What follows belongs to an exercise in optimizing a design on an open flow for small area, a short achievable clock period and few clock cycles; a production flow would make more cautious choices.
The RTL was checked by simulation tests, not by an equivalence proof against the original design.
Power and IR drop assume default switching activity.

// encode
module encode#(
	parameter DATAWIDTH_STATE		= 16,
	parameter DATAWIDTH_XMAX		= 18,
	parameter DATAWIDTH_RCPFREQ		= 32,
	parameter DATAWIDTH_BIAS		= 10,
	parameter DATAWIDTH_CMPLFREQ	= 9,
	parameter DATAWIDTH_RCPSHIFT	= 6,
	parameter RANS_BYTE_L_SHIFT		= 8,
	parameter DATANUM				= 130560
)(
	input wire								clk,
	input wire								rst,
	input wire								start,
	output reg								onebyte_end,
	output reg								finish,
	input wire	[	 DATAWIDTH_XMAX-1:0]	x_max,
	input wire								x_max_valid,
	input wire	[ DATAWIDTH_RCPFREQ-1:0]	rcp_freq,
	input wire								rcp_freq_valid,
	input wire	[	 DATAWIDTH_BIAS-1:0]	bias,
	input wire								bias_valid,
	input wire	[DATAWIDTH_CMPLFREQ-1:0]	cmpl_freq,
	input wire								cmpl_freq_valid,
	input wire	[DATAWIDTH_RCPSHIFT-1:0]	rcp_shift,
	input wire								rcp_shift_valid,
	input wire								tvalid,
	input wire	[			   	    7:0]	tdata,
	input wire								tlast,
	output reg	[			   	    7:0]	byte_enc,
	output reg								out_valid
);
Size: about 4100 cells after synthesis, ~1300 flip-flops, ~100 I/O pins, about 0.055 mm2 of cells after synthesis.
Settings: LEC_CHECK=0, CAP_MARGIN=20, CORE_MARGIN=2, CORE_UTILIZATION=45, CTS_CLUSTER_DIAMETER=50, CTS_CLUSTER_SIZE=40, SETUP_SLACK_MARGIN=5, SLEW_MARGIN=20, SYNTH_MEMORY_MAX_BITS=16384; clock period 10.0 ns.
standard.sh (not shown) runs the stock make flow with config.mk's settings and CLKGATE_MAP_FILE= SYNTH_SCRIPT=/design/flow/synth_recipe.tcl, a recipe that flattens the netlist after the stock synthesis.
==> flow/flow/run.sh <==
#!/bin/bash
# Standard synthesis, then the standard ORFS layout steps with repair_timing
# aiming at a larger setup slack (a tighter internal target than the clock).
set -euo pipefail
MARGIN=${MARGIN:-6.5}
bash standard.sh synth > synth.log 2>&1
sed "s/SETUP_SLACK_MARGIN=[0-9.]*/SETUP_SLACK_MARGIN=$MARGIN/" standard.sh > layout.sh
grep -q "SETUP_SLACK_MARGIN=$MARGIN" layout.sh
bash layout.sh > layout.log 2>&1
The starting point went through all stages and came out clean.
Testbench counts at the start, summed over its fixed seeds: cycles 36,384.
Change:
--- a/flow/config.mk
+++ b/flow/config.mk
@@ -10,4 +10,4 @@
 export CORE_UTILIZATION = 45
-export CTS_CLUSTER_DIAMETER = 50
-export CTS_CLUSTER_SIZE = 40
+export CTS_CLUSTER_DIAMETER = 100
+export CTS_CLUSTER_SIZE = 30
 export SETUP_SLACK_MARGIN = 5
=> The changed run produced a clean layout. Wire length came out lower by about 0.9%. Hold slack gets better by 0.013 ns. Synthesized cell count stays the same. Register-to-register slack is about the same. First-iteration DRC count came out higher by about 1%. Clock-buffer cell count came out lower by 52. Cell count came out lower by 2.3%. Via count came out lower by 1.7%.
Change:
--- a/flow/config.mk
+++ b/flow/config.mk
@@ -10,4 +10,2 @@
 export CORE_UTILIZATION = 45
-export CTS_CLUSTER_DIAMETER = 100
-export CTS_CLUSTER_SIZE = 30
 export SETUP_SLACK_MARGIN = 5
Design area grows by a few percent.
Fmax went down slightly.
Routed wire length rose slightly.
Setup slack gets worse by 0.064 ns.
Non-clock buffer count fell by 9.
Count of clock-buffer cells in the layout came out higher by 108.
Power came out higher by about a fifth.
Clock skew goes up by 0.0096 ns.

---

Another version of the RTL of encode (not shown whole).
For scale: about 4200 cells after synthesis, ~100 I/O pins, roughly 52000 µm² of cells after synthesis.
Settings: LEC_CHECK=0, CAP_MARGIN=5, CORE_MARGIN=2, CORE_UTILIZATION=45, CTS_CLUSTER_DIAMETER=100, CTS_CLUSTER_SIZE=30, SETUP_SLACK_MARGIN=5, SLEW_MARGIN=5, SYNTH_MEMORY_MAX_BITS=16384, TNS_END_PERCENT=20; clock period 10.0 ns.
Scripts as last shown in full above: flow/flow/run.sh
The first run finished clean.
Testbench counts at the start, summed over its fixed seeds: cycles 36,480.
==> next run, changes <==
Settings changed: CAP_MARGIN 5 to 20, PLACE_DENSITY set to 0.8, SLEW_MARGIN 5 to 20.
=>
- The changed run finished with timing, DRC and antenna clean
- final area climbs slightly
- die area does not change
- count of clock-buffer cells in the layout falls by 5
- power shrinks slightly
- setup slack is worse by 0.23 ns
- hold slack loses 0.0080 ns
==> next run, changes <==
--- a/flow/flow/run.sh
+++ b/flow/flow/run.sh
@@ -5 +5 @@
-MARGIN=${MARGIN:-6.5}
+MARGIN=${MARGIN:-7.0}
Settings changed: PLACE_DENSITY 0.8 to unset, TNS_END_PERCENT 20 to unset.
The changed run completed without violations.
Count of clock-buffer cells in the layout rose by 7.
Clock power went up by a little under a tenth.
Cell count went up by a few percent.
Core utilization rises by 2.0 points.
Cell area rose by a few percent.
Power goes up by a few percent.
Non-clock buffer count climbs by 129.
Critical path depth does not change.
Synthesized area does not change.
==> next run, changes <==
--- a/flow/flow/run.sh
+++ b/flow/flow/run.sh
@@ -5 +5 @@
-MARGIN=${MARGIN:-7.0}
+MARGIN=${MARGIN:-6.0}
The new run went through all stages and came out clean.
Sequential power barely changes.
Combinational power goes down by 16%.
Maximum frequency goes down by 8.8%.
Synthesized area is unchanged.
Setup slack gets worse by 0.35 ns.
Global-route usage goes down by 1.4 points.
First-iteration DRC count goes down by about 7%.
Power goes down by 3.8%.
Cell count goes down by about 4%.
Clock power is about the same.
==> next run, changes <==
--- a/flow/flow/run.sh
+++ b/flow/flow/run.sh
@@ -5 +5 @@
-MARGIN=${MARGIN:-6.0}
+MARGIN=${MARGIN:-6.5}
After rerunning:
- The changed run finished clean
- critical path depth increases by 3
- die area is unchanged
- area after synthesis is unchanged
- sequential share of layout area shrinks by 1.5 points
- first-iteration DRC count went down by about 3.4%
- final area increases by 2.7%
- sequential cell count stays the same
- sequential power stays flat
- combinational power came out higher by about 8%
==> next run, changes <==
Settings changed: TNS_END_PERCENT set to 50.
After rerunning: The changed run produced a clean layout; wire length went down by 0.32%; hold slack stays flat; first-iteration DRC count rises by about 3%; die area is unchanged; clock power hardly moves; clock skew hardly moves; global-route usage is about the same; setup slack hardly moves; design area hardly moves; total power barely changes.

re-timing with driven ports:
The flow's constraints put no driver on any port. The routed layouts listed below were extracted and timed again, unchanged, in two steps.
Step 1 sets driving cells, clkbuf_16 on the clock port and buf_2 on the other inputs (assumed; they add their load-dependent delay and slew).
Step 2 adds t to the input delays and takes it off the output delays; t is the mean of the earliest and latest rising clock arrival at the registers after step 1. Input paths then give back, and output paths get back, about the clock's delay inside the block.
Slacks: ideal ports / drivers / drivers and shift; pairs: ideal ports / drivers.
run	t (ns)	setup WS [ns]	latest minus earliest clock arrival (ns)	pins driven straight from the clock port
the first run of note 1	0.784	6.382 / 6.382 / 6.382	0.041 / 0.041	1
the second run of note 1	0.745	6.387 / 6.387 / 6.387	0.032 / 0.032	1
the third run of note 1	0.808	6.323 / 6.323 / 6.323	0.036 / 0.036	1
the first run of note 2	0.763	6.370 / 6.348 / 6.370	0.058 / 0.058	1
the second run of note 2	0.747	6.145 / 6.145 / 6.145	0.044 / 0.044	1
the third run of note 2	0.765	6.383 / 6.383 / 6.311	0.058 / 0.058	1
the fourth run of note 2	0.750	6.034 / 6.034 / 6.034	0.057 / 0.057	1
the fifth run of note 2	0.758	6.342 / 6.342 / 6.305	0.061 / 0.061	1
the sixth run of note 2	0.756	6.342 / 6.342 / 6.293	0.063 / 0.063	1
After both steps setup and hold are still met in every run listed. The setup slack of the third run of note 2, which loses most, moves by 0.000 ns with the drivers and by -0.072 ns with both steps.
